This design comes from an exercise in tuning for small area and a short achievable clock period on the open sky130 flow, not from production work. At most, simulation tests tie the RTL to the original design; equivalence was not proved. For run 1, only the layout was checked, not whether the RTL still works. Power figures rest on the tool's default switching activity, not on a simulated workload.

==> flow/design.v, too long to show whole: its modules and the start of the top module <==
// module fa: 4 lines
// module ha: 4 lines
// module top_fp_mul_N32_M23_E8: 1298 lines
module top_fp_mul_N32_M23_E8(input  wire clk,
                             input  wire [31:0] a1,
                             input  wire [31:0] b1,
                             output wire [31:0] y);
  // ...
==> flow/flow/run.sh <==
#!/bin/bash
bash standard.sh MATCH_CELL_FOOTPRINT=0 "BUFFER_PORTS_ARGS=-buffer_cell sky130_fd_sc_hd__buf_2" finish > standard.log 2>&1
==> flow/standard.sh <==
#!/bin/bash
# synth_recipe.tcl (not shown) runs the flow's synth.tcl, then flattens the netlist and writes it again
# the make line also repeats each setting of config.mk as NAME=value (left out here)
make -C /OpenROAD-flow-scripts/flow DESIGN_CONFIG=/design/flow/config.mk WORK_HOME=/design/flow/orfs CLKGATE_MAP_FILE= SYNTH_SCRIPT=/design/flow/synth_recipe.tcl "${@:-finish}"
==> flow/config.mk <==
export PLATFORM = sky130hd
export DESIGN_NAME = top_fp_mul_N32_M23_E8
export DESIGN_NICKNAME = top_fp_mul_N32_M23_E8
export VERILOG_FILES = /design/flow/design.v
export SDC_FILE = /design/flow/constraint.sdc
export NUM_CORES = 4
export LEC_CHECK = 0
export ABC_AREA = 1
export CAP_MARGIN = 20
export CORE_MARGIN = 2
export CORE_UTILIZATION = 40
export SETUP_SLACK_MARGIN = 3.5
export SLEW_MARGIN = 70
export SYNTH_HIERARCHICAL = 1
==> flow/constraint.sdc <==
create_clock -name core_clock -period 8.5 [get_ports {clk}]
set_input_delay 1.7000 -clock core_clock [delete_from_list [all_inputs] [get_ports {clk}]]
set_output_delay 1.7000 -clock core_clock [all_outputs]
set_load 0.01 [all_outputs]
==> out/metrics.cfg, run 1 <==
[yosys]
synth_flop_cell=dfxtp_1
muxShareOfSynthArea_pct=0.131
ys_seq_area_share_pct=15.8
synth_adder_area_share_pct=37.1
postSynthCellCount=1926
synth_compound_area_share_pct=12.8
synth_edf_count=0
yosys.area_share.xor_xnor_pct=15.5
async_reset_ff_share_pct=0
synth_most_common_cell=nand2_1

[power_and_ir_drop]
power_leader=combinational logic
total_power_mw=7.37
power_frac_seq_pct=14.6
p_leak_nw=8.52

[layout]
multi_input_area_um2=13300
drive_gt1_share_pct=12.6
final_area_um2=18900
multi_input_gates=1468

[critical_path]
reg2reg_slack_ns=3.94
arrival_ns=3.04
cp_cell_sequence=ha_1 > a21oi_1 > nand2_1 > nand2_1 > nand3_1 > fa_2 > inv_4 > nand2_1 > nand3_2 > nand2_1 > nand2_1 > nand2_1 > nand2_1 > nand2_1 > nand2_1 > nand2_1 > nand2_1 > buf_2
path_class=register to output pin

[die]
fp.dieW_um=211
rows=75

[route]
route.detailed.drc=0
vias_per_cell=5.68
wl_met3_mm=5.74
top_layer=met4

[global_route]
grt_overflow=0
gr-usage-met3_pct=6.69

[worst_hold_path]
min-delay-start=re[5]$_DFF_P_

[clock_tree]
cts_tree=built

[sta]
rsz0062_at_grt=yes
setup_viol=0

[placed_design]
place_area_um2=18100

[outcome]
outcome=no timing/DRC/antenna violations

==> run 2: changes to the inputs <==
--- a/flow/design.v
+++ b/flow/design.v
@@ -1228,41 +1228,41 @@
   fa u565 (.a(nneg[9]), .b(ra[18]), .ci(ra[19]), .s(s564), .co(c565));
   fa u567 (.a(pp10[23]), .b(pp11[21]), .ci(s564), .s(s566), .co(c567));
   fa u569 (.a(c559), .b(s566), .ci(c561), .s(s568), .co(c569));
   fa u571 (.a(n10), .b(c565), .ci(pp10[24]), .s(s570), .co(c571));
   fa u573 (.a(pp11[22]), .b(c567), .ci(s570), .s(s572), .co(c573));
   fa u575 (.a(nneg[10]), .b(ra[20]), .ci(ra[21]), .s(s574), .co(c575));
   fa u577 (.a(pp11[23]), .b(s574), .ci(c571), .s(s576), .co(c577));
   fa u579 (.a(n11), .b(c575), .ci(pp11[24]), .s(s578), .co(c579));
-  wire [18:0] lx = {c155, c139, c123, c109, c95, s92, c71, c61, c51, s48, c35, s32, s26, s20, s16, c13, pp1[0], pp0[1], neg[0]};
-  wire [18:0] ly = {s172, s154, s138, s122, s108, s94, s82, s70, s60, s50, s42, s34, s28, s22, s18, s14, s12, 1'b0, pp0[0]};
-  wire [19:0] lsum = {1'b0, lx} + {1'b0, ly};
-  wire [3:0] mx = {c231, c211, c191, s188};
-  wire [3:0] my = {s250, s230, s210, s190};
+  wire [21:0] lx = {c211, c191, s188, c155, c139, c123, c109, c95, s92, c71, c61, c51, s48, c35, s32, s26, s20, s16, c13, pp1[0], pp0[1], neg[0]};
+  wire [21:0] ly = {s230, s210, s190, s172, s154, s138, s122, s108, s94, s82, s70, s60, s50, s42, s34, s28, s22, s18, s14, s12, 1'b0, pp0[0]};
+  wire [22:0] lsum = {1'b0, lx} + {1'b0, ly};
+  wire [0:0] mx = {c231};
+  wire [0:0] my = {s250};
   wire [24:0] hx = {(c579 ^ n11), (c577 ^ s578), (c573 ^ s576), (c569 ^ s572), (c563 ^ s568), (c557 ^ s562), (c549 ^ s556), (c541 ^ s548), (c531 ^ s540), (c521 ^ s530), (c509 ^ s520), (c497 ^ s508), (c483 ^ s496), (c469 ^ s482), (c453 ^ s468), (c437 ^ s452), (c419 ^ s436), (c401 ^ s418), (c381 ^ s400), (c361 ^ s380), (c339 ^ s360), (c317 ^ s338), c295, c273, s272};
   wire [23:0] hy = {(c579 & n11), (c577 & s578), (c573 & s576), (c569 & s572), (c563 & s568), (c557 & s562), (c549 & s556), (c541 & s548), (c531 & s540), (c521 & s530), (c509 & s520), (c497 & s508), (c483 & s496), (c469 & s482), (c453 & s468), (c437 & s452), (c419 & s436), (c401 & s418), (c381 & s400), (c361 & s380), (c339 & s360), (c317 & s338), s316, s294};
   reg  [24:0] rx;           
   reg  [23:0] ry;
-  reg  [3:0] rmx, rmy;     
+  reg  [0:0] rmx, rmy;     
   reg         rcj, rS2, rs2;
   reg  [7:0]  re2;
   always @(posedge clk) begin
     rx   <= hx;
     ry   <= hy;
     rmx  <= mx;
     rmy  <= my;
-    rcj  <= lsum[19];
+    rcj  <= lsum[22];
     rS2  <= rS;
     rs2  <= rs;
     re2  <= re;
   end
-  wire [3+1:0] msum = {1'b0, rmx} + {1'b0, rmy} + {{(3+1){1'b0}}, rcj};
-  wire q_p22 = msum[3];
-  wire q_c23 = msum[3+1];
+  wire [0+1:0] msum = {1'b0, rmx} + {1'b0, rmy} + {{(0+1){1'b0}}, rcj};
+  wire q_p22 = msum[0];
+  wire q_c23 = msum[0+1];
   wire r1 = q_p22 | rS2;
   wire r0 = q_p22 & rS2;
   wire q_p0 = rx[0] ^ q_c23;
   wire q_g0 = rx[0] & q_c23;
   wire ci_n  = q_g0;                  
   wire ci_r0 = q_g0 | (q_p0 & r0);
   wire ci_r1 = q_g0 | (q_p0 & r1);
   wire [24:1] p, g;
--- a/flow/config.mk
+++ b/flow/config.mk
@@ -4,11 +4,11 @@
 export VERILOG_FILES = /design/flow/design.v
 export SDC_FILE = /design/flow/constraint.sdc
 export NUM_CORES = 4
 export LEC_CHECK = 0
 export ABC_AREA = 1
 export CAP_MARGIN = 20
 export CORE_MARGIN = 2
 export CORE_UTILIZATION = 40
-export SETUP_SLACK_MARGIN = 3.5
+export SETUP_SLACK_MARGIN = 3.75
 export SLEW_MARGIN = 70
 export SYNTH_HIERARCHICAL = 1
==> run 2 against run 1 <==
  * Still clean on timing, DRC and antenna
  * Via count down 5.9%
  * Core utilization shrank 0.18 points
  * Power down 1.6%
  * Hold slack got worse by 0.0043 ns
  * Clock skew up 0.0046 ns
  * Critical path type is now register to register
==> out/metrics.cfg, run 2 <==
[sta]
tightestPinTransition_ns=0.438
tns_ns=0
slew_violations=0
fmax_ghz=0.215
setup_viol=0  ; unchanged
setup_ws_ns=3.85
max_slew_margin_pct=70.8
rsz0062_at_grt=yes
finalHoldViolations=0
fin_worst_skew_ns=0.0168
finalCritPeriodShare_pct=54.8
fin_crit_ns=4.65

[yosys]
synth_nets=2234
ys_seq_area_share_pct=15.4  ; -0.32 points
synth_most_common_cell=xor2_1
synth_area_um2=16700
synth.largest_area_cell=fa_1
post_synth_num_cell_types=41
synth_flop_cell=dfxtp_1
netlist_top_cells_count=xor2_1, fa_1, o22ai_1, nand2_1, inv_1
postSynthCellCount=1821  ; -5.5%
syn_area_per_cell_um2=9.19
async_reset_ff_share_pct=0  ; unchanged
synthTopCellsByArea=fa_1, xor2_1, dfxtp_1, o22ai_1, ha_1
synth_edf_count=0  ; unchanged
synth_top_area_share_pct=32.2
synth-seq-cells=129
ys_warn_count=7

[layout]
antenna_cells=0
post-route-util_pct=44.6
drive_gt1_share_pct=13.2  ; +0.55 points
fin_cells=2369
largest_reg_flops=25
layout_commonest_cell=xor2_1
final_area_um2=18300  ; -3.0%
area_delta_synth_final_pct=9.28
fillerInstances=3923
final_cell_mix=xor2_1, fa_1, o22ai_1
top_register=rx
reg_top3=rx: 25 flops, ra: 23 flops, ry: 23 flops
fin_nets=2238

[route]
vias=13344
vias_per_cell=5.63  ; -0.90%
wl_mm=50.9
drt_iter0_markers=1302
drtPass1Iterations=5
route.detailed.drc=0  ; unchanged
drtAntennaViolNets=0
routedWlPerCell_um=21.5

[die]
ios=97
rows=74  ; -1.3%
fp.dieH_um=209
coreArea_um2=41000
fp.dieW_um=209  ; -1.2%
start_util_pct=40.8
dieArea_um2=43500

[run]
max_cap_viol_count=0

[critical_path]
path_class=register to register
start_kind=register
reg2reg_slack_ns=3.85  ; -0.09 ns
reg2regPathDepth=16
timing.rr.start=two[6]$_DFF_P_
crit_path_start=two[6]$_DFF_P_
arrival_ns=5.03  ; +1.99 ns
cp_data_required_time_ns=8.87
cp_max_fo=22
r2r_end=rcj$_DFF_P_
crit_path_end_kind=register

[worst_hold_path]
holdPathStages=0
min-delay-start=re[4]$_DFF_P_
hold_path_end=re2[4]$_DFF_P_
min_path_type=register to register

[power_and_ir_drop]
irDropWorstVdd_mv=0.221
p_leak_nw=8.06  ; -5.5%
power_density_nw_per_um2=397

[placed_design]
portBuffers=96
routabilityCongestion=0.933
place_hpwl_mm=38.3
placedCellCount=2336
place_ws_ns=3.71
place_area_um2=17600  ; -2.7%

[clock_tree]
clk_pin_slew_ns=0.06
cts_tree=built
clk_path_buf_depth=2
clock-sinks=129
ctsHoldBuffers=0
htreeDepth=4
cts_buffers=17
clk_latency_ns=0.44
cts_root_buffer=clkbuf_16

[outcome]
outcome=no timing/DRC/antenna violations

[global_route]
grt_pass1_vias=13617
track_usage_pct=23.7
antenna_found_initial=0
grt_pass1_wl_mm=79.9
grt_overflow=0  ; unchanged
grt_start_max_net_pins=32

run 2: cell types whose count changed after synthesis, moves of 3 or more:
cell      previous run  this run
clkbuf_1           105       102
nor2_1              71        56
nand2_1            299       225
o21ai_2              7         0
inv_2               14        10
nand4_1              2        15
xnor2_1              9        15
inv_1              169       146
xor2_1             294       305
dfxtp_1            135       129
run 2: worst max-delay path by stage:
stage                        endpoint  slack [ns]  depth (start not counted)
after detailed placement  rcj$_DFF_P_        3.71                         16
after floorplan           rcj$_DFF_P_        3.95                         16
final                     rcj$_DFF_P_        3.85                         16
after global routing      rcj$_DFF_P_        3.69                         16
after CTS                 rcj$_DFF_P_        3.75                         16
after global placement    rcj$_DFF_P_        3.52                         16
run 2: power by group:
part,leakage [nW],total (mW),internal (mW),switching [mW]
sequential,1.08,1.02,0.862,0.156
combinational,6.70,5.54,2.41,3.13
clock,0.276,0.701,0.405,0.297
total,8.06,7.25,3.67,3.58
run 2: stage by stage:
step	hold slack [ns]	power, mW
2_1_floorplan	0.310	4.98
4_1_cts	0.325	7.31
3_3_place_gp	0.310	6.37
5_1_grt	0.332	8.20
3_5_place_dp	0.312	6.55
6_report	0.321	7.25
run 2: modules after synthesis, one instance, submodules excluded:
module,flip-flops and latches,cells inside
fa,0,1
ha,0,1
top_fp_mul_N32_M23_E8,129,1537
run 2: kinds of logic after synthesis:
logic type	synth area share [%]
compound gates	12.8
mux	0.269
buf+inv	6.91
simple gates	9.71
fa+ha+maj	38.1
xor+xnor	16.8
flops	15.4
run 2: what timing repair did:
item / 4_1_cts / 5_1_grt
gates resized for setup: 2 / 16
pin swaps: 1 / 1
buffers inserted: 2 / 0
setup endpoints to repair: 2 / 7
run 2: per-layer routing:
| metal | track usage, % | share of wire (%) |
|---|---|---|
| met5 | 0 | 0 |
| met2 | 36.2 | 44 |
| met4 | 5.85 | 1.6 |
| met1 | 34.1 | 45 |
| met3 | 5.31 | 9.4 |
run 2: layout make-up:
type,count,area [um^2],area share [%]
repair buffers,123,721,3.94
clock buffers,17,425,2.33
inverters,156,647,3.54
multi-input cells,1398,13100,71.7
clock inverters,14,134,0.732
well taps,532,666,3.64
flip-flops and latches,129,2580,14.1
run 2: worst max-delay path: stages, from the launching register on:
cell and delay [ns]:
dfxtp_1 0.39, clkinv_2 0.35, o22ai_1 0.32, xor2_1 0.12, fa_1 0.43, fa_1 0.44, fa_1 0.39, fa_1 0.52
fa_1 0.43, ha_1 0.29, ha_1 0.30, nand2_1 0.07, inv_1 0.07, nand3_1 0.07, nor3_2 0.16, nand3_1 0.10
nand3_1 0.11
==> run 3: changes to the inputs <==
--- a/flow/config.mk
+++ b/flow/config.mk
@@ -11,2 +11,4 @@
 export CORE_UTILIZATION = 40
+export CTS_CLUSTER_SIZE = 30
+export PLACE_DENSITY = 0.75
 export SETUP_SLACK_MARGIN = 3.75
==> run 3 against run 2 <==
  * Sequential share of layout area is essentially flat
  * Sequential power is essentially flat
  * Wire length grew 0.53%
  * Synthesized cell count is the same
  * Combinational power grew 3%
  * Cell area grew 0.36%
  * Hold slack gained 0.0012 ns
==> out/metrics.cfg, run 3 <==
[sta]
fin_crit_ns=4.61  ; -0.0427 ns
finalCritPeriodShare_pct=54.2  ; -0.50 points
setup_viol=0  ; unchanged
slew_violations=0  ; unchanged
tns_ns=0  ; unchanged
rsz0062_at_grt=yes
tightestPinTransition_ns=0.480  ; +0.0419 ns
fin_worst_skew_ns=0.0198  ; +0.00294 ns
finalHoldViolations=0  ; unchanged
max_slew_margin_pct=67.9  ; -2.9 points
fmax_ghz=0.217  ; +0.93%

[placed_design]
routabilityCongestion=0.971  ; +4.1%
place_hpwl_mm=38.8  ; +1.5%
portBuffers=96  ; unchanged
place_area_um2=17600  ; about the same

[global_route]
grt_pass1_wl_mm=80.6  ; +0.87%
met2_usage_pct=37.3  ; +1.1 points
grt_overflow=0  ; unchanged
gr-usage-met3_pct=7.32  ; +2.0 points
gr-usage-met1_pct=31.3  ; -2.7 points
track_usage_pct=23.8  ; +0.12 points
antenna_found_initial=1  ; +1
grt_pass1_vias=14313  ; +5.1%
busiest_layer=met2
grt_start_max_net_pins=32  ; unchanged

[route]
routedWlPerCell_um=21.6  ; +0.45%
vias=13681  ; +2.5%
drtAntennaViolNets=0  ; unchanged
drtPass1Iterations=5  ; unchanged
route.detailed.drc=0  ; unchanged
wl_mm=51.2  ; +0.53%
vias_per_cell=5.77  ; +2.4%
drt_iter0_markers=1386  ; +6.5%

[critical_path]
crit_top_cell=nand2_1
cp_data_required_time_ns=6.80  ; -2.07 ns
crit_buf_inv=3  ; +1
path_delay_family=adder cells
path_class=register to output pin
start_kind=register
crit_path_end_kind=output pin
cpMaxStageDelayCell=fa_1
slowest_delay_ns=0.49  ; -0.03 ns
cp_cell_sequence=fa_1 > ha_1 > inv_1 > nand2_2 > inv_1 > nor2_4 > o21ai_0 > nand2_1 > xor2_1 > nand2_1 > nand2_1 > buf_2
cp_max_fo=10  ; -55%
arrival_ns=2.91  ; -2.12 ns

[layout]
final_area_um2=18400  ; +0.36%
layout_commonest_cell=xor2_1
fin_nets=2239  ; +0.045%
final_cell_mix=xor2_1, fa_1, o22ai_1
drive_gt1_share_pct=13.1  ; -0.069 points
largest_reg_flops=25  ; unchanged
top_register=rx
area_delta_synth_final_pct=9.68
reg_top3=rx: 25 flops, ra: 23 flops, ry: 23 flops
antenna_cells=0  ; unchanged

[outcome]
outcome=no timing/DRC/antenna violations

[die]
rows=74  ; unchanged
fp.dieW_um=209  ; unchanged
fp.dieH_um=209  ; unchanged
ios=97  ; unchanged
start_util_pct=40.8  ; unchanged
coreArea_um2=41000  ; unchanged
dieArea_um2=43500  ; unchanged

[yosys]
synth_nets=2234  ; unchanged
synthTopCellsByArea=fa_1, xor2_1, dfxtp_1, o22ai_1, ha_1
ys_warn_count=7  ; unchanged
synth_edf_count=0  ; unchanged
synth_most_common_cell=xor2_1
postSynthCellCount=1821  ; unchanged
synth-seq-cells=129  ; unchanged
syn_area_per_cell_um2=9.19  ; unchanged
netlist_top_cells_count=xor2_1, fa_1, o22ai_1, nand2_1, inv_1
synth_top_area_share_pct=32.2  ; unchanged
synth_flop_cell=dfxtp_1
post_synth_num_cell_types=41  ; unchanged
ys_seq_area_share_pct=15.4  ; unchanged
synth.largest_area_cell=fa_1
synth_area_um2=16700  ; unchanged
async_reset_ff_share_pct=0  ; unchanged

[clock_tree]
clock-sinks=129  ; unchanged
ctsHoldBuffers=0  ; unchanged
clk_pin_slew_ns=0.07  ; about the same
clk_path_buf_depth=2  ; unchanged
cts_buffers=17  ; unchanged
clk_latency_ns=0.44  ; about the same
htreeDepth=4  ; unchanged
cts_tree=built
cts_root_buffer=clkbuf_16

[power_and_ir_drop]
switching_share_pct=49.5  ; +0.18 points
p_sw_mw=3.71  ; +3.5%
p_clk_share_pct=10.2  ; +0.5 points
power_density_nw_per_um2=408  ; +2.7%
internal_power_mw=3.77  ; +2.7%
pwr-share-comb_pct=76.3  ; about the same
irDropWorstVdd_mv=0.217  ; -2.1%
p_leak_nw=8.09  ; +0.42%
power_frac_seq_pct=13.6  ; -0.4 points

[run]
max_cap_viol_count=0  ; unchanged

[worst_hold_path]
min_path_type=register to register

-- run 3: metrics by stage --
step	std cells	setup slack (ns)	hold WS, ns	power [mW]	utilization (%)
final	2371	3.89	0.322	7.48	44.7
after CTS	2371	3.73	0.325	7.51	44.6
after global routing	2371	3.74	0.326	8.38	44.7
after floorplan	1821	3.95	0.310	4.98	-
after detailed placement	2337	3.67	0.314	6.58	43.0
after global placement	2336	3.61	0.310	6.31	42.7
-- run 3: modules after synthesis, one instance, submodules excluded --
module	cells	copies in the design	flip-flops and latches	cell area (um^2)
top_fp_mul_N32_M23_E8	1537	1	129	11200
fa	1	264	0	20.0
ha	1	20	0	12.5
-- run 3: worst paths after layout --
check | start | to | slack, ns | cells after the start
worst max-delay path | rmx$_DFF_P_ | y[12] | 3.89 | 12
worst min-delay path | re[4]$_DFF_P_ | re2[4]$_DFF_P_ | 0.32 | 0
worst max register to register | two[6]$_DFF_P_ | rcj$_DFF_P_ | 3.92 | 17
worst min register to register | re[4]$_DFF_P_ | re2[4]$_DFF_P_ | 0.32 | 0
-- run 3: timing repair --
action,in CTS,in global routing
endpoints found under the hold margin,0,0
setup buffers,2,0
pin swaps,1,0
endpoints found under the setup margin,6,8
gates resized for setup,2,21
-- run 3: power by group through the flow --
stage	Clock, mW	Sequential (mW)	Combinational, mW
finish	0.760	1.01	5.70
global route	0.802	1.04	6.55
CTS	0.775	1.01	5.73
detailed placement	0	1.02	5.56
global placement	0	1.01	5.30
floorplan	0	0.968	4.01
-- run 3: cells by family (layout without fill, tap and decap cells) --
logic type,Yosys count,after routing,share of synthesized area (%)
AO/OA/AOI/OAI,351,351,12.8
multiplexers,4,4,0.269
AND/OR/NAND/NOR,375,375,9.71
XOR/XNOR,320,320,16.8
buffers and inverters,294,312,6.91
flip-flops,129,129,15.4
adder cells (fa/ha/maj),348,348,38.1
-- run 3: cell type report --
type | instances | area [um^2]
repair buffers | 124 | 744
clock buffers | 17 | 425
multi-input cells | 1398 | 13100
well taps | 532 | 666
flip-flops and latches | 129 | 2580
inverters | 156 | 653
fillers | 3867 | 22700
clock inverters | 15 | 190
-- run 3: routing by layer --
layer / vias to the layer above / wire (um)
li1: 6023 / -
met2: 854 / 23100
met5: - / 0
met4: 0 / 1290
met3: 107 / 6120
met1: 6697 / 20700

[static timing again, ports no longer ideal]
The flow's constraints put no driver on any port. The routed layouts listed below were extracted and timed again, unchanged, in two steps. Step 1 (the two cells are an assumption about what drives the block):
set clk [get_ports {clk}]
set_driving_cell -lib_cell sky130_fd_sc_hd__clkbuf_16 $clk
set_driving_cell -lib_cell sky130_fd_sc_hd__buf_2 [delete_from_list [all_inputs] $clk]
Step 2 also shifts input and output timing later by t, the mid clock arrival at the registers, as if the neighbouring blocks saw the same clock. a / b / c = ideal ports / drivers / drivers and shift; a / b = the first two.
| run | t (ns) | setup WS [ns] | latest minus earliest clock arrival (ns) |
|---|---|---|---|
| run 1 | 0.503 | 3.762 / 3.708 / 3.937 | 0.012 / 0.012 |
| run 2 | 0.484 | 3.846 / 3.846 / 3.846 | 0.017 / 0.017 |
| run 3 | 0.481 | 3.889 / 3.839 / 3.925 | 0.020 / 0.019 |
After both steps every run listed still meets setup and hold.
